This is an optimization exercise on Yosys and OpenROAD, whose aim is small area and a short achievable clock period, not a production implementation.
Function not checked in this run: the RTL went through the layout flow alone.
Power and IR drop assume default switching activity.

`design/flow/design.v`:
```
module CORDIC_pipelined (
    input clk,
    input logic signed[15:0] angle,
    output logic signed[15:0] sin, cos
);
logic [15:0] t_in;
assign t_in = angle - 16'd1;
logic [14:0] u0_q;
logic d0_q;
logic [14:0] u1;
logic [14:0] u1_q;
logic [1:0] i1_q;    
logic [15:0] v0;
assign v0 = {1'b0, u0_q} - 16'd12867;
logic [14:0] f1;
assign f1 = v0[14:0] ^ {15{v0[15]}};
assign u1 = f1;
logic [6:0] lpos;
logic [5:0] q0;
logic [5:0] tg;
cordic_htab htab_i (.d(u1_q[14:7]), .q({lpos, q0, tg}));
logic [5:0] q0_q;
logic [5:0] tg_q;
logic c_q;
logic [6:0] lo_q, lp_q;
assign c_q = lo_q >= lp_q;
logic [1:0] iq_q;
logic [5:0] late;
assign late = {(q0_q[5] ^ (c_q & tg_q[5])), (q0_q[4] ^ (c_q & tg_q[4])), (q0_q[3] ^ (c_q & tg_q[3])), (q0_q[2] ^ (c_q & tg_q[2])), (q0_q[1] ^ (c_q & tg_q[1])), (q0_q[0] ^ (c_q & tg_q[0]))};
logic [7:0] x0_q, x1_q, x2_q, x3_q;    
logic [31:0] rom_d;
logic [45:0] rc_q;
logic rn114, rn132, rn215, rn46, rn80, rn689, rn40, rn69, rn107, rn369, rn131, rn99, rn335, rn124, rn310, rn79, rn101, rn563, rn460, rn233, rn243, rn143, rn139, rn662, rn60, rn93, rn425, rn316, rn411, rn247, rn135, rn349, rn113, rn70, rn557, rn223, rn184, rn116, rn121, rn371, rn610, rn691, rn533, rn571, rn333, rn239, rn127, rn442, rn100, rn632, rn109, rn483, rn188, rn140, rn674, rn163, rn268, rn648, rn53, rn311, rn631, rn548, rn81, rn253, rn363, rn174, rn108, rn152, rn660, rn358, rn370, rn266, rn205, rn255, rn157, rn343, rn302, rn348, rn690, rn513, rn565, rn544, rn605, rn204, rn94, rn303, rn556, rn550, rn270, rn95, rn77, rn141, rn647, rn122, rn71, rn627, rn57, rn731, rn717, rn144, rn329, rn350, rn461, rn577, rn171, rn125, rn115, rn133, rn756, rn694, rn532, rn644, rn443, rn484, rn102, rn419, rn365, rn320, rn242, rn592, rn209, rn50, rn269, rn189, rn657, rn164, rn732, rn645, rn378, rn42, rn590, rn364, rn211, rn176, rn201, rn664, rn683, rn667, rn638, rn142, rn359, rn372, rn549, rn611, rn195, rn41, rn267, rn220, rn90, rn158, rn376, rn110, rn742, rn663, rn578, rn653, rn429, rn642, rn606, rn297, rn334, rn312, rn558, rn344, rn76, rn252, rn256, rn258, rn172, rn224, rn566, rn82, rn96, rn206, rn59, rn97, rn476, rn453, rn713, rn668, rn382, rn628, rn295, rn185, rn51, rn117, rn462, rn739, rn725, rn718, rn695, rn145, rn554, rn134, rn698, rn304, rn534, rn704, rn677, rn543, rn420, rn342, rn244, rn271, rn103, rn432, rn339, rn692, rn444, rn637, rn366, rn280, rn196, rn321, rn298, rn43, rn518, rn737, rn675, rn624, rn633, rn336, rn525, rn591, rn531, rn529, rn221, rn210, rn508, rn136, rn44, rn279, rn202, rn478, rn551, rn276, rn379, rn665, rn623, rn360, rn612, rn240, rn584, rn263, rn190, rn523, rn91, rn111, rn743, rn377, rn330, rn351, rn257, rn579, rn541, rn559, rn118, rn98, rn314, rn289, rn709, rn669, rn658, rn394, rn383, rn313, rn323, rn83, rn317, rn179, rn305, rn254, rn173, rn231, rn52, rn225, rn226, rn178, rn61, rn467, rn56, rn740, rn696, rn684, rn387, rn402, rn288, rn146, rn78, rn733, rn463, rn652, rn699, rn572, rn361, rn545, rn707, rn153, rn345, rn274, rn272, rn693, rn245, rn433, rn639, rn367, rn299, rn197, rn283, rn515, rn524, rn352, rn540, rn535, rn530, rn212, rn509, rn104, rn738, rn676, rn659, rn281, rn728, rn373, rn607, rn593, rn198, rn222, rn137, rn479, rn384, rn666, rn630, rn400, rn318, rn45, rn625, rn241, rn264, rn552, rn92, rn492, rn744, rn380, rn191, rn654, rn331, rn560, rn472, rn749, rn705, rn25, rn315, rn629, rn585, rn564, rn730, rn322, rn259, rn249, rn526, rn180, rn119, rn489, rn72, rn741, rn710, rn685, rn649, rn324, rn84, rn207, rn227, rn175, rn468, rn456, rn58, rn54, rn186, rn714, rn697, rn403, rn636, rn147, rn734, rn614, rn165, rn678, rn583, rn469, rn154, rn388, rn306, rn362, rn546, rn708, rn573, rn458, rn640, rn555, rn519, rn232, rn290, rn300, rn246, rn284, rn332, rn598, rn661, rn353, rn516, rn374, rn542, rn536, rn213, rn510, rn138, rn480, rn719, rn385, rn670, rn392, rn47, rn681, rn587, rn199, rn105, rn454, rn390, rn671, rn646, rn265, rn567, rn427, rn192, rn346, rn260, rn561, rn490, rn473, rn706, rn414, rn319, rn325, rn126, rn85, rn580, rn527, rn228, rn120, rn445, rn62, rn55, rn745, rn726, rn296, rn250, rn73, rn604, rn177, rn208, rn410, rn187, rn615, rn166, rn679, rn650, rn39, rn586, rn753, rn470, rn711, rn368, rn155, rn389, rn620, rn574, rn48, rn459, rn398, rn520, rn234, rn408, rn375, rn307, rn291, rn285, rn337, rn354, rn273, rn621, rn599, rn547, rn159, rn720, rn406, rn248, rn634, rn537, rn481, rn455, rn386, rn396, rn200, rn106, rn148, rn588, rn347, rn514, rn501, rn715, rn415, rn128, rn568, rn229, rn485, rn446, rn63, rn434, rn428, rn301, rn282, rn123, rn86, rn754, rn735, rn261, rn562, rn491, rn326, rn167, rn686, rn608, rn181, rn214, rn412, rn193, rn700, rn528, rn727, rn24, rn395, rn680, rn651, rn616, rn712, rn500, rn596, rn471, rn391, rn156, rn477, rn450, rn464, rn399, rn641, rn575, rn49, rn409, rn381, rn292, rn672, rn521, rn401, rn393, rn338, rn355, rn203, rn112, rn622, rn251, rn286, rn635, rn275, rn435, rn407, rn397, rn626, rn553, rn160, rn421, rn517, rn505, rn235, rn457, rn424, rn497, rn486, rn439, rn64, rn589, rn600, rn581, rn569, rn493, rn416, rn327, rn129, rn168, rn609, rn182, rn701, rn538, rn506, rn447, rn430, rn423, rn755, rn746, rn413, rn417, rn216, rn729, rn617, rn723, rn502, rn404, rn597, rn474, rn74, rn23, rn308, rn482, rn451, rn465, rn262, rn87, rn356, rn422, rn293, rn287, rn426, rn22, rn340, rn277, rn643, rn161, rn511, rn26, rn236, rn673, rn576, rn436, rn19, rn21, rn716, rn721, rn65, rn594, rn570, rn522, rn494, rn418, rn130, rn438, rn498, rn487, rn440, rn747, rn38, rn169, rn613, rn183, rn217, rn682, rn10, rn507, rn736, rn405, rn655, rn448, rn618, rn503, rn601, rn309, rn466, rn341, rn75, rn431, rn722, rn278, rn294, rn582, rn724, rn539, rn18, rn237, rn149, rn17, rn441, rn66, rn595, rn495, rn162, rn37, rn512, rn499, rn488, rn750, rn748, rn35, rn602, rn230, rn194, rn687, rn656, rn619, rn20, rn449, rn328, rn67, rn357, rn475, rn437, rn150, rn88, rn170, rn504, rn496, rn28, rn751, rn603, rn12, rn238, rn218, rn702, rn688, rn33, rn452, rn68, rn13, rn36, rn16, rn27, rn151, rn89, rn752, rn219, rn14, rn11, rn703, rn15, rn30, rn31, rn32, rn29, rn34;
assign rn114 = ~x3_q[4];
assign rn132 = ~x3_q[2];
assign rn80 = ~x3_q[3];
assign rn689 = ~x3_q[0];
assign rn69 = ~(x3_q[2] | x3_q[1]);
assign rn131 = ~(x3_q[1] & x3_q[0]);
assign rn99 = ~(x3_q[1] | x3_q[0]);
assign rn124 = ~(x3_q[2] & x3_q[1]);
assign rn310 = ~(x3_q[0] | x3_q[3]);
assign rn101 = x3_q[3] | ~x3_q[2];
assign rn460 = x3_q[2] | ~x3_q[1];
assign rn143 = x3_q[2] & ~x3_q[1];
assign rn139 = x3_q[0] & ~x3_q[2];
assign rn662 = x3_q[1] | ~x3_q[0];
assign rn60 = x3_q[0] & ~x3_q[1];
assign rn93 = x3_q[1] & ~x3_q[0];
assign rn425 = x3_q[0] | ~x3_q[2];
assign rn135 = x3_q[2] | x3_q[1];
assign rn349 = x3_q[2] & x3_q[3];
assign rn113 = x3_q[2] & x3_q[0];
assign rn70 = x3_q[0] | x3_q[3];
assign rn223 = x3_q[1] & x3_q[0];
assign rn116 = x3_q[0] & x3_q[3];
assign rn333 = x3_q[1] ? x3_q[2] : x3_q[0];
assign rn109 = x3_q[2] & ~rn131;
assign rn483 = rn689 & ~rn124;
assign rn674 = rn80 & ~rn69;
assign rn648 = rn132 & ~rn99;
assign rn266 = x3_q[3] & ~rn460;
assign rn157 = rn662 & ~rn93;
assign rn343 = x3_q[2] & ~rn662;
assign rn513 = rn132 & ~rn60;
assign rn303 = rn60 | rn93;
assign rn141 = rn132 & ~rn223;
assign rn647 = rn425 | x3_q[1];
assign rn171 = rn116 | rn114;
assign rn644 = x3_q[3] ? rn132 : rn135;
assign rn172 = rn513 | rn343;
assign rn82 = rn648 | ~rn647;
assign rn543 = rn644 & ~rn266;
assign rn215 = ~rc_q[6];
assign rn46 = ~rc_q[5];
assign rn40 = ~rc_q[7];
assign rn107 = ~(rc_q[4] | rc_q[3]);
assign rn369 = ~(rc_q[2] | rc_q[3]);
assign rn335 = ~(rc_q[4] & rc_q[5]);
assign rn79 = ~(rc_q[2] | rc_q[0]);
assign rn563 = rc_q[1] & ~rc_q[3];
assign rn233 = rc_q[4] & ~rc_q[5];
assign rn243 = rc_q[3] & ~rc_q[1];
assign rn316 = rc_q[4] | ~rc_q[3];
assign rn411 = rc_q[0] & ~rc_q[5];
assign rn247 = rc_q[4] | rc_q[5];
assign rn557 = ~rc_q[10];
assign rn184 = ~rn79;
assign rn121 = rc_q[1] | rc_q[3];
assign rn371 = ~rn563;
assign rn610 = ~rn243;
assign rn691 = ~rc_q[39];
assign rn533 = ~rn233;
assign rn571 = ~rc_q[27];
assign rn239 = ~rc_q[11];
assign rn127 = ~rn247;
assign rn442 = ~(rn369 & rc_q[17]);
assign rn100 = ~(rc_q[10] & rc_q[4]);
assign rn632 = ~(rn107 & rc_q[16]);
assign rn188 = ~(rc_q[23] & rc_q[22]);
assign rn140 = ~(rc_q[39] & rc_q[22]);
assign rn163 = rc_q[3] & ~rc_q[10];
assign rn268 = ~(rc_q[16] & rc_q[22]);
assign rn53 = rc_q[9] & ~rc_q[38];
assign rn311 = rc_q[4] & ~rc_q[38];
assign rn631 = rc_q[15] | rc_q[9];
assign rn548 = ~(rc_q[21] | rn247);
assign rn81 = rn79 | rc_q[22];
assign rn253 = ~rn442;
assign rn363 = rn369 | rc_q[4];
assign rn174 = rn369 | rc_q[9];
assign rn108 = rn107 | rc_q[5];
assign rn152 = ~(rc_q[39] | rn121);
assign rn660 = rc_q[15] | rn46;
assign rn358 = rc_q[9] & ~rn563;
assign rn370 = rn369 | ~rn233;
assign rn205 = rc_q[27] | ~rc_q[16];
assign rn255 = rc_q[3] & ~rc_q[29];
assign rn302 = rc_q[23] & ~rc_q[39];
assign rn348 = rc_q[38] & ~rc_q[27];
assign rn690 = rc_q[21] & ~rc_q[38];
assign rn565 = rc_q[9] & ~rn243;
assign rn544 = rc_q[34] | rc_q[9];
assign rn605 = rc_q[39] | rc_q[22];
assign rn204 = rc_q[3] & ~rc_q[31];
assign rn94 = rc_q[28] | rc_q[3];
assign rn556 = rc_q[19] & ~rc_q[38];
assign rn550 = rc_q[31] | ~rc_q[1];
assign rn270 = rn243 | rc_q[9];
assign rn95 = rc_q[34] | rc_q[12];
assign rn77 = ~rc_q[32];
assign rn122 = rn121 & ~rc_q[5];
assign rn71 = rc_q[15] & ~rc_q[45];
assign rn627 = rc_q[11] & ~rc_q[10];
assign rn57 = rc_q[22] & ~rc_q[19];
assign rn731 = rc_q[40] | ~rn233;
assign rn717 = rc_q[2] & ~rc_q[13];
assign rn144 = rc_q[27] & ~rc_q[40];
assign rn329 = rc_q[11] | rc_q[4];
assign rn350 = rn243 | rc_q[11];
assign rn461 = rn316 | rc_q[13];
assign rn577 = rn247 | rc_q[22];
assign rn125 = rc_q[45] | rc_q[36];
assign rn115 = rc_q[31] | rc_q[9];
assign rn133 = rc_q[12] ? rc_q[0] : rc_q[17];
assign rn756 = rc_q[36] ? rc_q[0] : rc_q[38];
assign rn694 = rc_q[40] & rc_q[36];
assign rn532 = rc_q[33] & ~rc_q[22];
assign rn443 = rc_q[9] & ~rn442;
assign rn484 = ~(rc_q[37] | rn316);
assign rn102 = rc_q[21] & ~rn100;
assign rn419 = rn127 & ~rn442;
assign rn365 = ~(rn268 & rc_q[9]);
assign rn320 = ~(rn205 & rn691);
assign rn242 = rc_q[19] & ~rn188;
assign rn592 = rn127 & ~rn140;
assign rn209 = rc_q[32] & ~rc_q[33];
assign rn50 = rn239 & ~rn163;
assign rn269 = rc_q[0] & ~rn268;
assign rn189 = rn188 | ~rc_q[36];
assign rn657 = rn571 & ~rn188;
assign rn164 = rn163 & ~rc_q[18];
assign rn732 = rn127 & ~rc_q[18];
assign rn645 = rc_q[21] & ~rn631;
assign rn378 = rn371 & ~rn631;
assign rn42 = rc_q[18] | rc_q[3];
assign rn590 = rn81 & ~rn533;
assign rn364 = rn363 & ~rc_q[5];
assign rn211 = ~(rn95 & rc_q[3]);
assign rn176 = rc_q[17] & ~rn81;
assign rn201 = rc_q[18] | rc_q[4];
assign rn664 = ~(rc_q[30] & rn204);
assign rn683 = rn121 & ~rn174;
assign rn667 = rn268 | rc_q[13];
assign rn638 = ~(rn363 | rn627);
assign rn142 = ~(rn140 & rc_q[14]);
assign rn359 = rn358 & ~rc_q[12];
assign rn372 = rn371 & ~rn370;
assign rn549 = rn548 | rc_q[6];
assign rn611 = rn610 & ~rn370;
assign rn195 = rc_q[12] & ~rc_q[30];
assign rn41 = rn205 & ~rc_q[45];
assign rn267 = rc_q[25] & ~rc_q[0];
assign rn220 = rn163 & ~rn205;
assign rn90 = rc_q[3] & ~rn205;
assign rn158 = rc_q[22] & ~rc_q[30];
assign rn376 = rn46 & ~rc_q[25];
assign rn110 = rn108 | rc_q[18];
assign rn742 = rn302 & ~rc_q[3];
assign rn663 = rn46 & ~rc_q[30];
assign rn578 = ~(rn550 | rn577);
assign rn653 = ~(rn577 | rc_q[18]);
assign rn429 = ~(rn577 | rc_q[16]);
assign rn642 = ~(rn329 & rc_q[5]);
assign rn606 = rn544 | ~rn605;
assign rn297 = rc_q[9] & ~rn204;
assign rn334 = rn94 & ~rc_q[33];
assign rn312 = rc_q[41] | rc_q[37];
assign rn558 = rn557 & ~rn556;
assign rn344 = rc_q[41] | rc_q[9];
assign rn76 = rc_q[2] & ~rc_q[44];
assign rn252 = rc_q[25] | rc_q[4];
assign rn256 = rn255 | rc_q[9];
assign rn258 = rn690 | rn205;
assign rn224 = rn205 | rc_q[13];
assign rn566 = rn565 | rc_q[5];
assign rn96 = rn95 & ~rn94;
assign rn206 = rn204 & ~rn205;
assign rn59 = rn690 | rc_q[37];
assign rn97 = rc_q[4] & ~rn627;
assign rn476 = rc_q[16] & ~rn94;
assign rn453 = rn348 | rc_q[4];
assign rn713 = rn557 & ~rn605;
assign rn668 = rc_q[25] | rc_q[9];
assign rn382 = rc_q[3] & ~rc_q[14];
assign rn628 = rc_q[9] & ~rn627;
assign rn295 = rc_q[22] & ~rc_q[14];
assign rn185 = rn184 & ~rn94;
assign rn51 = rc_q[18] | rc_q[14];
assign rn117 = rn71 | rc_q[40];
assign rn462 = rc_q[16] & ~rn461;
assign rn739 = rn605 | rc_q[28];
assign rn725 = rc_q[44] | rc_q[3];
assign rn718 = rn717 | rn363;
assign rn695 = rn694 | ~rn53;
assign rn145 = rn144 | rc_q[9];
assign rn554 = rn255 | rn329;
assign rn134 = rn133 | rc_q[22];
assign rn698 = rn411 & rn329;
assign rn304 = rc_q[22] ? rc_q[44] : rn302;
assign rn534 = rn532 | rn533;
assign rn704 = rc_q[22] ? rc_q[14] : rc_q[30];
assign rn677 = rc_q[3] ? rn95 : rn550;
assign rn420 = ~(rn419 & rc_q[7]);
assign rn342 = ~(rn50 & rn188);
assign rn244 = ~(rn242 | rn243);
assign rn271 = ~(rn270 | rn269);
assign rn103 = rc_q[5] & ~rn102;
assign rn432 = rn102 & ~rn46;
assign rn339 = rn215 & ~rn419;
assign rn692 = ~(rn320 & rc_q[4]);
assign rn444 = rn443 | rc_q[5];
assign rn637 = ~(rn42 & rc_q[4]);
assign rn366 = rn365 | rn40;
assign rn280 = rc_q[3] & ~rn320;
assign rn196 = ~(rn195 | rc_q[34]);
assign rn321 = rn107 & ~rn320;
assign rn298 = ~(rn195 | rn188);
assign rn43 = ~(rn41 | rn42);
assign rn518 = rc_q[4] & ~rn657;
assign rn737 = rc_q[4] & ~rn50;
assign rn675 = rn610 & ~rn209;
assign rn624 = rc_q[5] & ~rn645;
assign rn633 = rn632 & ~rn378;
assign rn336 = ~(rn334 | rn335);
assign rn525 = rn242 | rc_q[4];
assign rn591 = rn590 & ~rn209;
assign rn531 = ~(rc_q[24] & rc_q[22]);
assign rn529 = rc_q[19] & ~rn211;
assign rn221 = ~(rn220 | rn96);
assign rn210 = rn209 | rc_q[9];
assign rn508 = rn50 & ~rn201;
assign rn136 = rc_q[19] & ~rn42;
assign rn44 = rn201 & ~rn107;
assign rn279 = ~(rn269 | rn256);
assign rn202 = rn201 & ~rn108;
assign rn478 = rn42 | rc_q[10];
assign rn551 = rn364 & rn550;
assign rn276 = rc_q[6] & ~rn653;
assign rn379 = rn378 | rc_q[7];
assign rn665 = rn664 & rn358;
assign rn623 = rn359 | rn215;
assign rn360 = rn359 | rn46;
assign rn612 = rn611 | rc_q[7];
assign rn240 = rn195 | rc_q[34];
assign rn584 = rn41 | rc_q[9];
assign rn263 = rn220 | rc_q[4];
assign rn190 = rn90 | rc_q[9];
assign rn523 = rn220 | rc_q[9];
assign rn91 = rn90 | rc_q[4];
assign rn111 = rn110 | rn102;
assign rn743 = rn742 | rn694;
assign rn377 = rn365 | rn376;
assign rn330 = rn329 & ~rn297;
assign rn351 = rn350 & ~rn312;
assign rn257 = rn184 & ~rn256;
assign rn579 = rn578 | rn215;
assign rn541 = rc_q[45] & ~rn224;
assign rn559 = rn211 & ~rn558;
assign rn118 = rc_q[24] & ~rc_q[22];
assign rn98 = rn96 | ~rn97;
assign rn314 = rc_q[43] & ~rc_q[22];
assign rn289 = rn258 & ~rc_q[9];
assign rn709 = rn97 & ~rn302;
assign rn669 = rn667 & ~rn668;
assign rn658 = rn657 | ~rn97;
assign rn394 = rc_q[5] & ~rn628;
assign rn383 = rn127 & ~rn382;
assign rn313 = rn311 & ~rn312;
assign rn323 = rn125 & ~rn256;
assign rn83 = rc_q[24] & ~rn81;
assign rn317 = rn312 | rn316;
assign rn179 = rn312 | rc_q[4];
assign rn305 = rn76 | rn195;
assign rn254 = rn252 | rn253;
assign rn173 = rc_q[8] | rc_q[43];
assign rn231 = rn312 | rn77;
assign rn52 = rn50 | ~rn51;
assign rn225 = rn224 & rn107;
assign rn226 = rn51 & ~rn316;
assign rn178 = rc_q[43] | rc_q[3];
assign rn61 = rn59 | rc_q[34];
assign rn467 = rn97 & rn121;
assign rn56 = rn713 | rc_q[9];
assign rn740 = rn739 & ~rn657;
assign rn696 = rn258 & ~rn695;
assign rn684 = rc_q[3] & ~rn51;
assign rn387 = rn382 | rc_q[5];
assign rn402 = rn46 & ~rn51;
assign rn288 = rn71 | rn252;
assign rn146 = rn142 & ~rn145;
assign rn78 = rn76 | rn77;
assign rn733 = rn732 & ~rn725;
assign rn463 = rn462 | rc_q[5];
assign rn652 = rn533 | rn51;
assign rn699 = rn698 | rn429;
assign rn572 = rn571 & ~rn304;
assign rn361 = rc_q[4] & ~rc_q[26];
assign rn545 = rc_q[26] & ~rn544;
assign rn707 = rc_q[3] ? rc_q[35] : rc_q[43];
assign rn153 = ~(rn280 | rn255);
assign rn345 = rn342 & ~rn344;
assign rn274 = rn233 & ~rn244;
assign rn272 = rn271 & ~rn267;
assign rn693 = rn59 & ~rn692;
assign rn245 = rn244 & ~rc_q[13];
assign rn433 = rn432 | rc_q[6];
assign rn639 = rn637 & ~rn638;
assign rn367 = rn364 & ~rn366;
assign rn299 = rn125 & ~rn298;
assign rn197 = rc_q[3] & ~rn196;
assign rn283 = rn196 | rc_q[3];
assign rn515 = ~(rn263 | rc_q[37]);
assign rn524 = ~(rn523 | rn298);
assign rn352 = ~(rn351 | rn348);
assign rn540 = rn525 & ~rn358;
assign rn535 = rn531 & ~rn534;
assign rn530 = rn127 & ~rn529;
assign rn212 = rn211 & ~rn210;
assign rn509 = rn508 & ~rn444;
assign rn104 = ~(rn103 & rn98);
assign rn738 = rn737 | rc_q[5];
assign rn676 = rn675 | rc_q[4];
assign rn659 = ~(rn658 & rn252);
assign rn281 = rn279 & ~rn280;
assign rn728 = rn518 & ~rn529;
assign rn373 = rn633 | rn46;
assign rn607 = rn478 & ~rn606;
assign rn593 = rn592 | rn591;
assign rn198 = ~(rn231 & rc_q[4]);
assign rn222 = rn221 | rc_q[9];
assign rn137 = rn136 | rc_q[4];
assign rn479 = rn267 | rn44;
assign rn384 = rc_q[25] & ~rn379;
assign rn666 = rc_q[5] & ~rn665;
assign rn630 = ~(rn247 & rn387);
assign rn400 = rn624 & rc_q[20];
assign rn318 = ~(rn317 & rn46);
assign rn45 = rn43 | rn44;
assign rn625 = rn624 & ~rn623;
assign rn241 = rn239 & ~rn240;
assign rn264 = rn189 & ~rn263;
assign rn552 = rn551 | rn549;
assign rn92 = rn91 | ~rn59;
assign rn492 = rn111 & ~rn370;
assign rn744 = rn743 & ~rn335;
assign rn380 = rn377 & ~rn379;
assign rn191 = rn189 & ~rn190;
assign rn654 = ~(rn276 & rn652);
assign rn331 = rc_q[5] & ~rn330;
assign rn560 = rc_q[4] & ~rn559;
assign rn472 = rn233 & ~rn118;
assign rn749 = rn518 & ~rn314;
assign rn705 = rn289 & ~rn704;
assign rn25 = rn383 & ~rc_q[6];
assign rn315 = rn313 & ~rn314;
assign rn629 = rc_q[6] & ~rn394;
assign rn585 = rn584 | rn558;
assign rn564 = rn190 | rn563;
assign rn730 = rn240 | rc_q[3];
assign rn322 = rn317 & ~rn321;
assign rn259 = rn257 & rn258;
assign rn249 = rn46 & ~rn173;
assign rn526 = rn52 & ~rn525;
assign rn180 = rn178 & ~rn179;
assign rn119 = rn117 | rn118;
assign rn489 = rn61 & ~rn91;
assign rn72 = rn118 | rc_q[9];
assign rn741 = rc_q[9] & ~rn740;
assign rn710 = rn709 | rn46;
assign rn685 = rn683 & ~rn684;
assign rn649 = rn118 | rn363;
assign rn324 = rn323 | rn46;
assign rn84 = rn78 & ~rn83;
assign rn207 = rn461 & rn179;
assign rn227 = rn225 | rn226;
assign rn175 = rn173 & rn174;
assign rn468 = rn467 | rn46;
assign rn456 = rn226 | rn46;
assign rn58 = rn56 | rn57;
assign rn54 = rn52 & rn53;
assign rn186 = rn226 | rn201;
assign rn714 = rn56 | rc_q[22];
assign rn697 = rn696 | rn46;
assign rn403 = rn402 | rc_q[6];
assign rn636 = rn253 | rn387;
assign rn147 = rn146 | rn46;
assign rn734 = rn733 | rc_q[6];
assign rn614 = rc_q[4] ? rn304 : rn351;
assign rn165 = rn361 | ~rn637;
assign rn678 = rn544 & ~rn361;
assign rn583 = ~(rn153 & rn42);
assign rn469 = rc_q[22] ? rn550 : rn305;
assign rn154 = ~(rn153 | rc_q[31]);
assign rn388 = rn387 ? rn127 : rc_q[4];
assign rn306 = rn305 ^ rc_q[22];
assign rn362 = rn360 | rn361;
assign rn546 = rn545 | rn46;
assign rn708 = rn707 | rc_q[4];
assign rn573 = rn153 & ~rn572;
assign rn458 = rn153 & ~rn756;
assign rn640 = rc_q[5] & ~rn639;
assign rn555 = rn299 & ~rn554;
assign rn519 = rn518 & ~rn197;
assign rn232 = rn231 & ~rn197;
assign rn290 = rn289 & ~rn197;
assign rn300 = rn299 & rn297;
assign rn246 = ~(rn245 | rn241);
assign rn284 = rn283 & ~rn270;
assign rn332 = ~(rn331 & rn283);
assign rn598 = rn233 & ~rn352;
assign rn661 = rn659 & ~rn660;
assign rn353 = rn352 & ~rn107;
assign rn516 = rn515 | rn46;
assign rn374 = rn373 & ~rn372;
assign rn542 = rn541 | rn540;
assign rn536 = rn535 | rn215;
assign rn213 = rn212 | rn46;
assign rn510 = rn509 | rc_q[6];
assign rn138 = rn134 & ~rn137;
assign rn480 = rn478 & ~rn479;
assign rn719 = rn664 & ~rn198;
assign rn385 = rn384 & ~rn247;
assign rn670 = rn666 & ~rn669;
assign rn392 = rc_q[3] & ~rn373;
assign rn47 = rn46 & ~rn45;
assign rn681 = rn90 & rn676;
assign rn587 = rn241 & ~rn525;
assign rn199 = rn197 | rn198;
assign rn105 = rn92 & ~rn104;
assign rn454 = ~(rn58 | rn41);
assign rn390 = rn630 | rn394;
assign rn671 = rn666 | rn329;
assign rn646 = rn400 | rc_q[6];
assign rn265 = rn264 | rn46;
assign rn567 = rn564 & ~rn566;
assign rn427 = rn730 & ~rn731;
assign rn192 = rn191 | rn46;
assign rn346 = rn322 & ~rn345;
assign rn260 = rn254 & ~rn259;
assign rn561 = rn560 | rn46;
assign rn490 = rn98 & ~rn489;
assign rn473 = rn472 | rc_q[6];
assign rn706 = rn705 | rc_q[5];
assign rn414 = rn46 & ~rn685;
assign rn319 = rn318 | rn315;
assign rn325 = rn322 & ~rn324;
assign rn126 = rn125 & ~rn119;
assign rn85 = rc_q[4] & ~rn84;
assign rn580 = rn579 | rn249;
assign rn527 = rn526 | rn46;
assign rn228 = rn222 & ~rn227;
assign rn120 = rn119 | rn115;
assign rn445 = rn72 | rn57;
assign rn62 = rn61 & ~rn58;
assign rn55 = rc_q[5] & ~rn54;
assign rn745 = rn744 | rn741;
assign rn726 = rn725 & ~rn186;
assign rn296 = rn72 | rn295;
assign rn250 = rn249 | rc_q[6];
assign rn73 = rn71 | rn72;
assign rn604 = ~(rn583 & rc_q[9]);
assign rn177 = rn176 | rn175;
assign rn208 = rn206 | rn207;
assign rn410 = rn697 | rn693;
assign rn187 = rn185 | rn186;
assign rn615 = rn46 & ~rn614;
assign rn166 = rn165 & ~rn164;
assign rn679 = rn677 & ~rn678;
assign rn650 = rn165 & ~rc_q[11];
assign rn39 = rn629 ^ rc_q[7];
assign rn586 = rn583 & ~rn585;
assign rn753 = rc_q[9] & ~rn469;
assign rn470 = rn469 & ~rn257;
assign rn711 = rn708 & ~rn710;
assign rn368 = rn362 & ~rn367;
assign rn155 = rn154 | rc_q[9];
assign rn389 = rn388 | rc_q[6];
assign rn620 = rn362 | rn215;
assign rn574 = rn127 & ~rn573;
assign rn48 = rn233 & ~rn458;
assign rn459 = rn458 | rc_q[9];
assign rn398 = rn636 & ~rn640;
assign rn520 = rn364 & ~rn519;
assign rn234 = rn233 & ~rn232;
assign rn408 = ~(rn670 | rn663);
assign rn375 = ~(rn374 & rc_q[7]);
assign rn307 = rc_q[4] ? rn304 : rn306;
assign rn291 = rn288 & ~rn290;
assign rn285 = rn202 & ~rn284;
assign rn337 = rn332 & ~rn336;
assign rn354 = rn46 & ~rn353;
assign rn273 = ~(rn272 | rn265);
assign rn621 = rn374 & ~rn549;
assign rn599 = rn598 | rn40;
assign rn547 = rn542 & ~rn546;
assign rn159 = rn138 & ~rn158;
assign rn720 = rn718 & ~rn719;
assign rn406 = rn661 | rn630;
assign rn248 = rn246 | rn247;
assign rn634 = rn215 & ~rn392;
assign rn537 = rn536 | rn530;
assign rn481 = rn480 | rn46;
assign rn455 = rn453 & ~rn454;
assign rn386 = rn385 | rn215;
assign rn396 = rn642 | rn392;
assign rn200 = rn199 | ~rn140;
assign rn106 = rc_q[6] & ~rn105;
assign rn148 = rn147 | rn138;
assign rn588 = rn587 | rn46;
assign rn347 = rc_q[5] & ~rn346;
assign rn514 = rn199 | rc_q[42];
assign rn501 = rn105 | rc_q[6];
assign rn715 = rn706 & ~rn714;
assign rn415 = rn414 & ~rn384;
assign rn128 = rn127 & ~rn126;
assign rn568 = rn567 | rn215;
assign rn229 = rc_q[5] & ~rn228;
assign rn485 = rn120 & ~rn484;
assign rn446 = rn445 & ~rn444;
assign rn63 = rn62 | ~rn55;
assign rn434 = rn738 & ~rn745;
assign rn428 = rn427 | rn215;
assign rn301 = rn296 & ~rn300;
assign rn282 = rn281 | rn265;
assign rn123 = rn120 | ~rn122;
assign rn86 = rn55 & ~rn85;
assign rn754 = rn445 & ~rc_q[5];
assign rn735 = rn734 | rn427;
assign rn261 = rn260 | rn46;
assign rn562 = rn561 | rn555;
assign rn491 = rn490 | rn46;
assign rn326 = rn325 | rn215;
assign rn167 = ~(rn166 | rn108);
assign rn686 = rn414 | rc_q[6];
assign rn608 = rn604 & ~rn607;
assign rn181 = rn177 & ~rn180;
assign rn214 = rn208 & ~rn213;
assign rn412 = rn410 & ~rn411;
assign rn193 = rn187 & ~rn192;
assign rn700 = rn410 & ~rn699;
assign rn528 = rn527 | rn524;
assign rn727 = rn726 | rn46;
assign rn24 = rn215 ? rn383 : rn385;
assign rn395 = ~(rn389 | rn394);
assign rn680 = rn676 & ~rn679;
assign rn651 = rn649 & ~rn650;
assign rn616 = rn615 | rn40;
assign rn712 = rn706 & ~rn711;
assign rn500 = rn444 | rn166;
assign rn596 = rn207 | rn753;
assign rn471 = rn470 | rn468;
assign rn391 = rn390 & ~rn389;
assign rn156 = rn155 | rn152;
assign rn477 = rn155 | rn476;
assign rn450 = rn48 | ~rn276;
assign rn464 = rn459 & ~rn463;
assign rn399 = rn215 & ~rn398;
assign rn641 = rn247 & ~rn398;
assign rn575 = rn574 | rc_q[6];
assign rn49 = rn47 | rn48;
assign rn409 = rn215 & ~rn408;
assign rn381 = rn375 & ~rn380;
assign rn292 = rc_q[5] & ~rn291;
assign rn672 = rn671 & ~rn408;
assign rn521 = rn520 | rc_q[6];
assign rn401 = ~(rn386 | rn400);
assign rn393 = ~(rn386 | rn392);
assign rn338 = rn307 | rc_q[5];
assign rn355 = rc_q[6] & ~rn354;
assign rn203 = ~(rn202 & rn200);
assign rn112 = ~(rn111 & rn106);
assign rn622 = rn620 & ~rn621;
assign rn251 = rn248 & ~rn250;
assign rn286 = rn285 | rn215;
assign rn635 = rn390 & ~rn634;
assign rn275 = rn274 | rn273;
assign rn435 = ~(rn433 | rn434);
assign rn407 = rn406 & ~rn386;
assign rn397 = rn396 & ~rn386;
assign rn626 = rn625 | rn621;
assign rn553 = rn552 | rn547;
assign rn160 = rn159 | rn46;
assign rn421 = rn720 | rn46;
assign rn517 = rn514 & ~rn516;
assign rn505 = ~(rn181 | rn108);
assign rn235 = ~(rn234 | rn214);
assign rn457 = rn456 | rn455;
assign rn424 = ~(rn749 | rn727);
assign rn497 = rn122 & ~rn485;
assign rn486 = rn376 & ~rn485;
assign rn439 = rn339 & ~rn434;
assign rn64 = rn63 & ~rc_q[6];
assign rn589 = rn588 | rn586;
assign rn600 = rn599 | rn347;
assign rn581 = rn261 & ~rn580;
assign rn569 = rn562 & ~rn568;
assign rn493 = rn491 & ~rn492;
assign rn416 = rn415 | rn215;
assign rn327 = rn319 & ~rn326;
assign rn129 = rn128 | rc_q[6];
assign rn168 = rn106 & ~rn167;
assign rn609 = rc_q[5] & ~rn608;
assign rn182 = rn46 & ~rn181;
assign rn701 = rc_q[6] & ~rn700;
assign rn538 = rn528 & ~rn537;
assign rn506 = rn229 | rn215;
assign rn447 = rn446 | rc_q[6];
assign rn430 = rn428 | rn429;
assign rn423 = ~(rn715 | rn712);
assign rn755 = rn754 | rn215;
assign rn746 = rn434 | rn215;
assign rn413 = rn412 | rc_q[6];
assign rn417 = rc_q[5] & ~rn680;
assign rn216 = rn214 | rn215;
assign rn729 = rn728 | rn727;
assign rn617 = rn337 & ~rn616;
assign rn723 = rn339 & ~rn712;
assign rn502 = rn500 & ~rn501;
assign rn404 = rn651 | rn46;
assign rn597 = rn46 & ~rn596;
assign rn474 = rn471 & ~rn473;
assign rn74 = rn467 | ~rn596;
assign rn23 = rn391 | ~rn386;
assign rn308 = rc_q[5] ? rn301 : rn307;
assign rn482 = rn477 & ~rn481;
assign rn451 = rn63 & ~rn450;
assign rn465 = rn464 | rn215;
assign rn262 = ~(rn261 & rn251);
assign rn87 = rn86 | rn49;
assign rn356 = rn355 & ~rn347;
assign rn422 = ~(rn420 & rn421);
assign rn293 = rn251 & ~rn292;
assign rn287 = rn282 & ~rn286;
assign rn426 = ~(rn424 & rc_q[23]);
assign rn22 = rn395 | rn393;
assign rn340 = rn338 & rn339;
assign rn277 = rn276 & ~rn275;
assign rn643 = rc_q[6] ? rn641 : rn396;
assign rn161 = rn156 & ~rn160;
assign rn511 = rn235 & ~rn510;
assign rn26 = rn215 ? rn368 : rn381;
assign rn236 = rn235 & ~rn215;
assign rn673 = rn215 ? rn406 : rn672;
assign rn576 = rn575 | rn275;
assign rn436 = rn435 | rc_q[7];
assign rn19 = rn409 | rn407;
assign rn21 = rn399 | rn397;
assign rn716 = ~(rn423 & rn339);
assign rn721 = rn421 | rn215;
assign rn65 = rn64 & ~rn49;
assign rn594 = rn589 & ~rn593;
assign rn570 = rn553 & ~rn569;
assign rn522 = rn521 | rn517;
assign rn494 = rn215 & ~rn493;
assign rn418 = ~(rn416 | rn417);
assign rn130 = rn129 | ~rn123;
assign rn438 = rn428 | rn424;
assign rn498 = rn497 | rn215;
assign rn487 = rn486 | rn215;
assign rn440 = rn439 | rn40;
assign rn747 = rn746 & ~rc_q[7];
assign rn38 = rn635 ^ rc_q[7];
assign rn169 = rn168 | rn40;
assign rn613 = rn612 | rn609;
assign rn183 = rn182 | rc_q[6];
assign rn217 = rn203 & ~rn216;
assign rn682 = rn417 & ~rn681;
assign rn10 = rc_q[7] ? rn622 : rn626;
assign rn507 = rn506 | rn505;
assign rn736 = rn729 & ~rn735;
assign rn405 = rn404 & ~rn403;
assign rn655 = rn404 & ~rn654;
assign rn448 = rn74 & ~rn46;
assign rn618 = rn617 | rn215;
assign rn503 = rn502 | rn40;
assign rn601 = rn600 | rn597;
assign rn309 = rn308 | rc_q[6];
assign rn466 = rn457 & ~rn465;
assign rn341 = ~(rn340 & rn337);
assign rn75 = rc_q[5] ? rn74 : rn73;
assign rn431 = rn426 & ~rn430;
assign rn722 = ~(rn721 & rn716);
assign rn278 = rn262 & ~rn277;
assign rn294 = rn293 | rn287;
assign rn582 = rn576 & ~rn581;
assign rn724 = rn721 & ~rn723;
assign rn539 = rn522 & ~rn538;
assign rn18 = rn413 & ~rn418;
assign rn237 = rn236 | rn40;
assign rn149 = rn148 & ~rn130;
assign rn17 = rn386 ? rn422 : rn423;
assign rn441 = rn438 & ~rn440;
assign rn66 = rn65 | rn40;
assign rn595 = rn594 | rc_q[7];
assign rn495 = rn494 | rc_q[7];
assign rn162 = rn161 | rn130;
assign rn37 = rn643 ^ rn40;
assign rn512 = rn507 & ~rn511;
assign rn499 = rn498 | rn161;
assign rn488 = rn487 | rn482;
assign rn750 = rn736 & ~rn424;
assign rn748 = rn747 & ~rn736;
assign rn35 = rn673 ^ rn40;
assign rn602 = ~(rn601 & rn215);
assign rn230 = rn229 | rn183;
assign rn194 = rn193 | rn183;
assign rn687 = rn686 | rn682;
assign rn656 = rn646 & ~rn655;
assign rn619 = rn613 & ~rn618;
assign rn20 = rn405 | rn401;
assign rn449 = rn447 | rn448;
assign rn328 = rn309 & ~rn327;
assign rn67 = rn755 | rn448;
assign rn357 = rn341 & ~rn356;
assign rn475 = rn474 | rn466;
assign rn437 = rn436 | rn431;
assign rn150 = rn112 & ~rn149;
assign rn88 = rc_q[6] ? rn75 : rn87;
assign rn170 = rn162 & ~rn169;
assign rn504 = rn499 & ~rn503;
assign rn496 = rn488 & ~rn495;
assign rn28 = rc_q[7] ? rn278 : rn294;
assign rn751 = rn746 & ~rn750;
assign rn603 = rn595 & ~rn602;
assign rn12 = rn40 ? rn570 : rn582;
assign rn238 = rn230 & ~rn237;
assign rn218 = rn194 & ~rn217;
assign rn702 = rn687 & ~rn701;
assign rn688 = rn417 & ~rn687;
assign rn33 = rc_q[7] ? rn722 : rn724;
assign rn452 = rn449 & ~rn451;
assign rn68 = rn67 & ~rn66;
assign rn13 = rc_q[7] ? rn512 : rn539;
assign rn36 = rn656 ^ rc_q[7];
assign rn16 = rn437 & ~rn441;
assign rn27 = rn40 ? rn328 : rn357;
assign rn151 = rn40 & ~rn150;
assign rn89 = rn40 & ~rn88;
assign rn752 = rc_q[7] & ~rn751;
assign rn219 = rn40 & ~rn218;
assign rn14 = rn504 | rn496;
assign rn11 = rn619 | rn603;
assign rn703 = rn702 ^ rn40;
assign rn15 = rc_q[7] ? rn452 : rn475;
assign rn30 = rn170 | rn151;
assign rn31 = rn89 | rn68;
assign rn32 = rn752 | rn748;
assign rn29 = rn238 | rn219;
assign rn34 = rn703 | rn688;
assign rom_d = {rn40, rn40, rn39, rn38, rn37, rn36, rn35, rn34, rn33, rn32, rn31, rn30, rn29, rn28, rn27, rn26, rn25, rn24, rn23, rn22, rn21, rn20, rn19, rn18, rn17, rn16, rn15, rn14, rn13, rn12, rn11, rn10};
always_ff @(posedge clk) begin
    u0_q <= t_in[14:0] ^ {15{t_in[15]}};
    d0_q <= ~t_in[15];
    u1_q <= u1;
    i1_q <= {d0_q, v0[15]};
    q0_q <= q0;
    tg_q <= tg;
    lo_q <= u1_q[6:0];
    lp_q <= lpos;
    iq_q <= i1_q;
    x0_q <= {iq_q, late};
    x1_q <= x0_q;
    x2_q <= x1_q;
    x3_q <= x2_q;
    rc_q[0] <= x3_q[0];
    rc_q[1] <= x3_q[1];
    rc_q[2] <= x3_q[2];
    rc_q[3] <= x3_q[3];
    rc_q[4] <= x3_q[4];
    rc_q[5] <= x3_q[5];
    rc_q[6] <= x3_q[6];
    rc_q[7] <= x3_q[7];
    rc_q[8] <= rn171;
    rc_q[9] <= rn114;
    rc_q[10] <= rn99;
    rc_q[11] <= rn349;
    rc_q[12] <= rn132;
    rc_q[13] <= rn223;
    rc_q[14] <= rn141;
    rc_q[15] <= rn69;
    rc_q[16] <= rn460;
    rc_q[17] <= rn131;
    rc_q[18] <= rn109;
    rc_q[19] <= rn135;
    rc_q[20] <= rn644;
    rc_q[21] <= rn101;
    rc_q[22] <= rn80;
    rc_q[23] <= rn425;
    rc_q[24] <= rn82;
    rc_q[25] <= rn266;
    rc_q[26] <= rn543;
    rc_q[27] <= rn143;
    rc_q[28] <= rn93;
    rc_q[29] <= rn662;
    rc_q[30] <= rn157;
    rc_q[31] <= rn113;
    rc_q[32] <= rn674;
    rc_q[33] <= rn333;
    rc_q[34] <= rn60;
    rc_q[35] <= rn689;
    rc_q[36] <= rn124;
    rc_q[37] <= rn483;
    rc_q[38] <= rn310;
    rc_q[39] <= rn139;
    rc_q[40] <= rn116;
    rc_q[41] <= rn343;
    rc_q[42] <= rn513;
    rc_q[43] <= rn172;
    rc_q[44] <= rn303;
    rc_q[45] <= rn70;
    {sin, cos} <= rom_d;
end
endmodule
module cordic_htab(d, q);
  input [7:0] d;
  wire [7:0] d;
  output [18:0] q;
  wire [18:0] q;
  wire _0_;
  wire _10_;
  wire _11_;
  wire _12_;
  wire _13_;
  wire _14_;
  wire _15_;
  wire _16_;
  wire _17_;
  wire _18_;
  wire _19_;
  wire _1_;
  wire _20_;
  wire _21_;
  wire _22_;
  wire _23_;
  wire _24_;
  wire _25_;
  wire _26_;
  wire _27_;
  wire _28_;
  wire _29_;
  wire _2_;
  wire _30_;
  wire _31_;
  wire _32_;
  wire _33_;
  wire _34_;
  wire _35_;
  wire _36_;
  wire _37_;
  wire _38_;
  wire _39_;
  wire _3_;
  wire _40_;
  wire _41_;
  wire _42_;
  wire _43_;
  wire _44_;
  wire _45_;
  wire _46_;
  wire _47_;
  wire _48_;
  wire _49_;
  wire _4_;
  wire _50_;
  wire _51_;
  wire _52_;
  wire _53_;
  wire _54_;
  wire _55_;
  wire _56_;
  wire _57_;
  wire _58_;
  wire _59_;
  wire _5_;
  wire _60_;
  wire _61_;
  wire _62_;
  wire _63_;
  wire _64_;
  wire _65_;
  wire _66_;
  wire _67_;
  wire _68_;
  wire _69_;
  wire _6_;
  wire _70_;
  wire _71_;
  wire _72_;
  wire _73_;
  wire _74_;
  wire _7_;
  wire _8_;
  wire _9_;
  assign _23_ = ~d[5];
  assign _22_ = ~_47_;
  assign q[0] = _25_ | _28_;
  assign _21_ = _30_ & ~(_23_);
  assign q[11] = _34_ & ~(_21_);
  assign _20_ = q[11] & _29_;
  assign _19_ = _20_ | _24_;
  assign _18_ = d[6] & d[5];
  assign _17_ = _18_ & ~(_47_);
  assign _16_ = _17_ | d[7];
  assign _15_ = d[1] & ~(_16_);
  assign q[6] = _15_ ^ _19_;
  assign q[1] = q[0] & ~(q[6]);
  assign _14_ = ~(_42_ | _46_);
  assign _13_ = ~(_14_ & q[1]);
  assign q[4] = _22_ & ~(_13_);
  assign q[5] = q[4] & ~(_23_);
  assign q[18] = _24_ & ~(q[5]);
  assign _12_ = _21_ | _37_;
  assign q[16] = q[18] & ~(_12_);
  assign _11_ = d[2] & ~(d[1]);
  assign _10_ = ~(_11_ | _47_);
  assign _9_ = _28_ & ~(_10_);
  assign _8_ = _9_ | ~(_13_);
  assign _7_ = _47_ & ~(_23_);
  assign _6_ = _8_ & ~(_7_);
  assign q[15] = _37_ ? d[5] : _6_;
  assign _5_ = d[3] & ~(_41_);
  assign _4_ = _5_ | d[4];
  assign _3_ = ~(_5_ | _40_);
  assign _2_ = _11_ & ~(_47_);
  assign _1_ = ~(_2_ | _3_);
  assign _0_ = ~(_1_ | d[1]);
  assign _74_ = _22_ & ~(_0_);
  assign _73_ = _4_ & ~(_74_);
  assign _72_ = _28_ & ~(_73_);
  assign _71_ = ~(_34_ | _42_);
  assign _70_ = ~(_71_ | _29_);
  assign _69_ = ~(_70_ & _1_);
  assign _68_ = d[4] & ~(_40_);
  assign _67_ = _68_ | _38_;
  assign _66_ = _69_ & ~(_67_);
  assign q[14] = _66_ | _72_;
  assign _65_ = _70_ ^ _1_;
  assign q[13] = q[0] & ~(_65_);
  assign _64_ = _23_ & ~(_47_);
  assign _63_ = _14_ & ~(_64_);
  assign q[12] = q[1] & ~(_63_);
  assign _62_ = ~(d[6] & d[1]);
  assign _61_ = _62_ & ~(d[2]);
  assign _60_ = _61_ | _16_;
  assign _59_ = _60_ | ~(_13_);
  assign _58_ = _22_ & ~(_59_);
  assign _57_ = _58_ | _23_;
  assign _56_ = _64_ & ~(_59_);
  assign _55_ = _56_ | d[7];
  assign q[10] = _57_ & ~(_55_);
  assign _54_ = _59_ | ~(d[3]);
  assign _53_ = d[4] | d[7];
  assign _52_ = _54_ & ~(_53_);
  assign q[9] = _52_ | _58_;
  assign _51_ = ~(d[3] | d[7]);
  assign q[8] = _59_ ? _51_ : d[3];
  assign _50_ = q[1] & ~(_14_);
  assign _49_ = _42_ & ~(q[11]);
  assign _48_ = ~(_49_ | _59_);
  assign q[7] = _48_ | _50_;
  assign q[3] = d[3] & ~(_13_);
  assign q[2] = ~_13_;
  assign _47_ = ~(d[3] & d[4]);
  assign _46_ = ~(d[2] | d[1]);
  assign _45_ = _46_ | _47_;
  assign _44_ = d[0] | d[7];
  assign _43_ = d[6] & ~(_44_);
  assign _42_ = d[2] & d[1];
  assign _41_ = d[5] & ~(_42_);
  assign _40_ = _41_ & ~(d[3]);
  assign _39_ = _40_ & ~(d[4]);
  assign _38_ = _39_ | ~(_43_);
  assign _37_ = _45_ & ~(_38_);
  assign _36_ = _37_ & ~(d[5]);
  assign _35_ = ~(d[0] | d[5]);
  assign _34_ = ~(d[6] | d[7]);
  assign _33_ = d[0] ^ d[5];
  assign _32_ = ~(d[2] | d[0]);
  assign _31_ = _32_ | _45_;
  assign _30_ = d[2] & ~(_47_);
  assign _29_ = _33_ ? _31_ : _30_;
  assign _28_ = _34_ & ~(_29_);
  assign _27_ = _28_ & ~(_35_);
  assign q[17] = _27_ | _36_;
  assign _26_ = d[5] & ~(_45_);
  assign _25_ = _43_ & ~(_26_);
  assign _24_ = _25_ | _27_;
endmodule
module cordic_top (
    input  logic clk,
    input  logic signed[15:0] angle,
    output logic signed[15:0] sin, cos
);
    CORDIC_pipelined dut_basic(
        .clk(clk),
        .angle(angle),
        .sin(sin),
        .cos(cos)
    );
endmodule
```
`design/flow/run.sh`:
```
#!/bin/bash
# synth_recipe.tcl (not shown) runs the flow's synth.tcl, then flattens the netlist and writes it again
# the make line also repeats each setting of config.mk as NAME=value (left out here)
make -C /OpenROAD-flow-scripts/flow DESIGN_CONFIG=/design/flow/config.mk WORK_HOME=/design/flow/orfs CLKGATE_MAP_FILE= SYNTH_SCRIPT=/design/flow/synth_recipe.tcl finish
```
`design/flow/config.mk`:
```
export PLATFORM = sky130hd
export DESIGN_NAME = cordic_top
export DESIGN_NICKNAME = cordic_top
export VERILOG_FILES = /design/flow/design.v
export SDC_FILE = /design/flow/constraint.sdc
export NUM_CORES = 4
export LEC_CHECK = 0
export ABC_AREA = 1
export CAP_MARGIN = 20
export CORE_MARGIN = 2
export CORE_UTILIZATION = 45
export CTS_BUF_LIST = sky130_fd_sc_hd__clkbuf_8
export SETUP_SLACK_MARGIN = 1.4
export SLEW_MARGIN = 20
```
`design/flow/constraint.sdc`:
```
create_clock -name core_clock -period 3.3 [get_ports {clk}]
set_input_delay 0.6600 -clock core_clock [delete_from_list [all_inputs] [get_ports {clk}]]
set_output_delay 0.6600 -clock core_clock [all_outputs]
set_load 0.01 [all_outputs]
```
==> results.ini <==
[critical_path]
critical_path_peak_fanout=20
r2r-start=dut_basic.rc_q[4]$_DFF_P_
crit_path_end_kind=flip-flop
crit_type=reg -> reg
critPathLaunch=dut_basic.rc_q[4]$_DFF_P_
required_ps=3660
arrival_ps=2340
cp-start-kind=flip-flop

[outcome]
outcome=complete, no violations

[floorplan]
die_w_um=137
rows=48
io_pins=49
design.core.area_sq_um=17300
dieArea_sq_um=18700
die_h_um=137
start_util=0.460

[sta]
fmax_mhz=503
setup_tns_ps=0
hold_viol_final=0
rsz0062_at_grt=yes
worst_pin_slew_ps=685
fin_crit_sh=0.603
finalSetupViolCount=0
fin_crit_ps=1990
slew_viol_final=0
slew_headroom=0.542
finClkSkew_ps=18.0

[synth]
ys_seq_elements=170
synth_cell_type_count=49
netlist_area_sq_um=7950
yosys_warnings=1
synthArstFlopShare=0
synthFlopType=dfxtp_1
syn_nets=1093
avgSynthCellArea_sq_um=7.54
netlist_instances=1054
synth_edf_count=0
yosysSeqAreaShare=0.428

[pwr]
leakage_nw=4.45
power_density_nw_per_um2=1100
p_total_mw=10.4
ir_worst_vdd_uv=502

[clock_network]
clkLatencyLatePin_ps=460
cts.sinks=170
clk_pin_slew_ps=100
cts.hold.buffers_added=0
cts_buffers=17
cts_tree=yes
clock_path_buffers=2
clockRootBuffer=clkbuf_8
htreeDepth=4

[finish]
fill_cells=1670
layout_common_cells=nand2_1 (199), dfxtp_1 (158), inv_1 (126), nor2_1 (85), nand3_1 (75)
drive_gt1_frac=0.143
num_antenna_cells=0
area_growth_pct=19.7
layout.nets=1162
final_common_cell=nand2_1

[worst_hold_path]
hold_start=dut_basic.x2_q[5]$_DFF_P_
hold_path.class=reg -> reg

[place]
io_buffers=48
dp_hpwl_mm=19.9
gp_congestion=1.07

[detailed_routing]
wl_met3_mm=1.94
drt_first_pass_iters=5
drtAntennaViolNets=0
highest_layer=met4
vias_per_cell=5.47
wl_met1_mm=10.4
drcViolationCount=0
drt-initial-drc-count=861
wl_met2_mm=12.1
vias=7444
routed_wl_mm=26.4
wl_per_cell_um=19.4

[grt]
grt_pass1_wl_mm=39.4
track_usage=0.286
grt_pass1_vias=7053
grt_max_degree=46
grt_antenna_before_repair=0
grt_overflow_total=0

[flow_run]
maxCapViolCount=0

Yosys cell counts (2+ instances only):
cell / number / area share
nand2_1: 212 / 0.10
dfxtp_1: 170 / 0.43
inv_1: 131 / 0.062
nor2_1: 100 / 0.047
nand3_1: 77 / 0.048
o21ai_0: 75 / 0.047
a21oi_1: 41 / 0.026
xor2_1: 31 / 0.034
xnor2_1: 24 / 0.026
ha_1: 22 / 0.035
clkbuf_1: 19 / 0.0090
o21ai_1: 18 / 0.011
o211ai_1: 16 / 0.015
nor3_1: 14 / 0.0088
inv_2: 12 / 0.0057
o22ai_1: 9 / 0.0071
o31ai_1: 9 / 0.0085
a31oi_1: 8 / 0.0063
xor2_2: 7 / 0.014
buf_1: 6 / 0.0028
buf_2: 5 / 0.0031
nor2_2: 5 / 0.0039
nand4_1: 4 / 0.0031
o311ai_0: 4 / 0.0044
nand3_2: 3 / 0.0038
nor4_1: 3 / 0.0024
o2111ai_1: 3 / 0.0033
a32oi_1: 2 / 0.0022
nand2_2: 2 / 0.0016
nand3b_1: 2 / 0.0019
o21a_1: 2 / 0.0019
where the power goes:
| part | internal (mW) | switching (mW) | leakage, nW |
|---|---|---|---|
| logic | 1.80 | 3.69 | 2.82 |
| registers | 2.89 | 0.587 | 1.43 |
| clock network | 0.599 | 0.881 | 0.203 |
sequential cells by signal (all words and copies together), names as in the netlist:
name and flops:
dut_basic.cos 16, dut_basic.rc_q 46, dut_basic.x0_q 8, dut_basic.iq_q 2, dut_basic.lo_q 7, dut_basic.u0_q 15, dut_basic.q0_q 6, dut_basic.lp_q 7
dut_basic.x1_q 8, dut_basic.d0_q 1, dut_basic.x2_q 8, dut_basic.u1_q 15, dut_basic.i1_q 2, dut_basic.x3_q 8, dut_basic.sin 15, dut_basic.tg_q 6
metal layers:
layer	vias to the layer above	global-route usage
met3	97	0.0533
met2	391	0.465
met5	-	0
li1	3555	-
met4	0	0.191
met1	3401	0.344
worst paths after layout:
| check | to | slack [ps] | cells past startpoint |
|---|---|---|---|
| setup reg to reg | dut_basic.cos[3]$_DFF_P_ | 1310 | 8 |
| hold / removal | dut_basic.x3_q[5]$_DFF_P_ | 330 | 0 |
| hold reg to reg | dut_basic.x3_q[5]$_DFF_P_ | 330 | 0 |
| setup / recovery | dut_basic.cos[3]$_DFF_P_ | 1310 | 8 |
layout make-up:
type	count	area (sq um)	share of cell area
multi-input combinational	708	4080	0.429
timing repair buffer	83	762	0.0801
clock buffer	18	248	0.0260
tap	225	282	0.0296
inverter	143	549	0.0577
sequential	170	3430	0.360
clock inverter	14	170	0.0179
critical path, cell delays in order, from the launching register on:
cell     delay (ps)
dfxtp_1         340
inv_4           240
nand2_1         230
o21ai_0         290
o21ai_0         280
nand3_1         160
nand2_1          90
nor3_1          150
o31ai_1          90
kinds of logic after synthesis:
group / share of synthesized area
AO/OA/AOI/OAI: 0.143
XOR/XNOR: 0.0784
adder cells (fa/ha/maj): 0.0346
buffers and inverters: 0.0873
flip-flops: 0.428
AND/OR/NAND/NOR: 0.229
metrics by stage:
step / worst slack, ps / instances / utilization / hold WS, ps / cell area, sq um
CTS: 1380 / 1350 / 0.534 / 334 / 9240
global placement: 736 / 1312 / 0.503 / 310 / 8690
global route: 1290 / 1361 / 0.550 / 338 / 9520
finish: 1310 / 1361 / 0.550 / 328 / 9520
floorplan: 1320 / 1054 / - / 310 / 7960
detailed placement: 695 / 1312 / 0.503 / 312 / 8690
what timing repair did:
action	4_1_cts	5_1_grt
endpoints found under the setup margin	92	48
buffers inserted	5	11
pin swaps	7	16
gates cloned	1	0
resized for setup	77	66

-- afterwards: timing with drivers on the ports --
In the flow no input, the clock included, has a driving cell. The finished layout below was timed again as built, in two steps. Step 1 assumes that a clkbuf_16 drives the clock port and a buf_2 every other input. Step 2 moves the port delays by t, midway between the first and last clock arrival at a register: inputs arrive t later, outputs are due t later. That takes back most of the time a late clock gives input paths. a / b / c = no drivers / after step 1 / after step 2; a / b = the first two.
shift t [ns]: 0.496
setup slack, ns: 1.311 / 1.311 / 0.991
cell pins on the clock port's net: 1
After both steps setup and hold are still met in this run. The setup slack of this run moves by 0.000 ns with the drivers and by -0.320 ns with both steps.
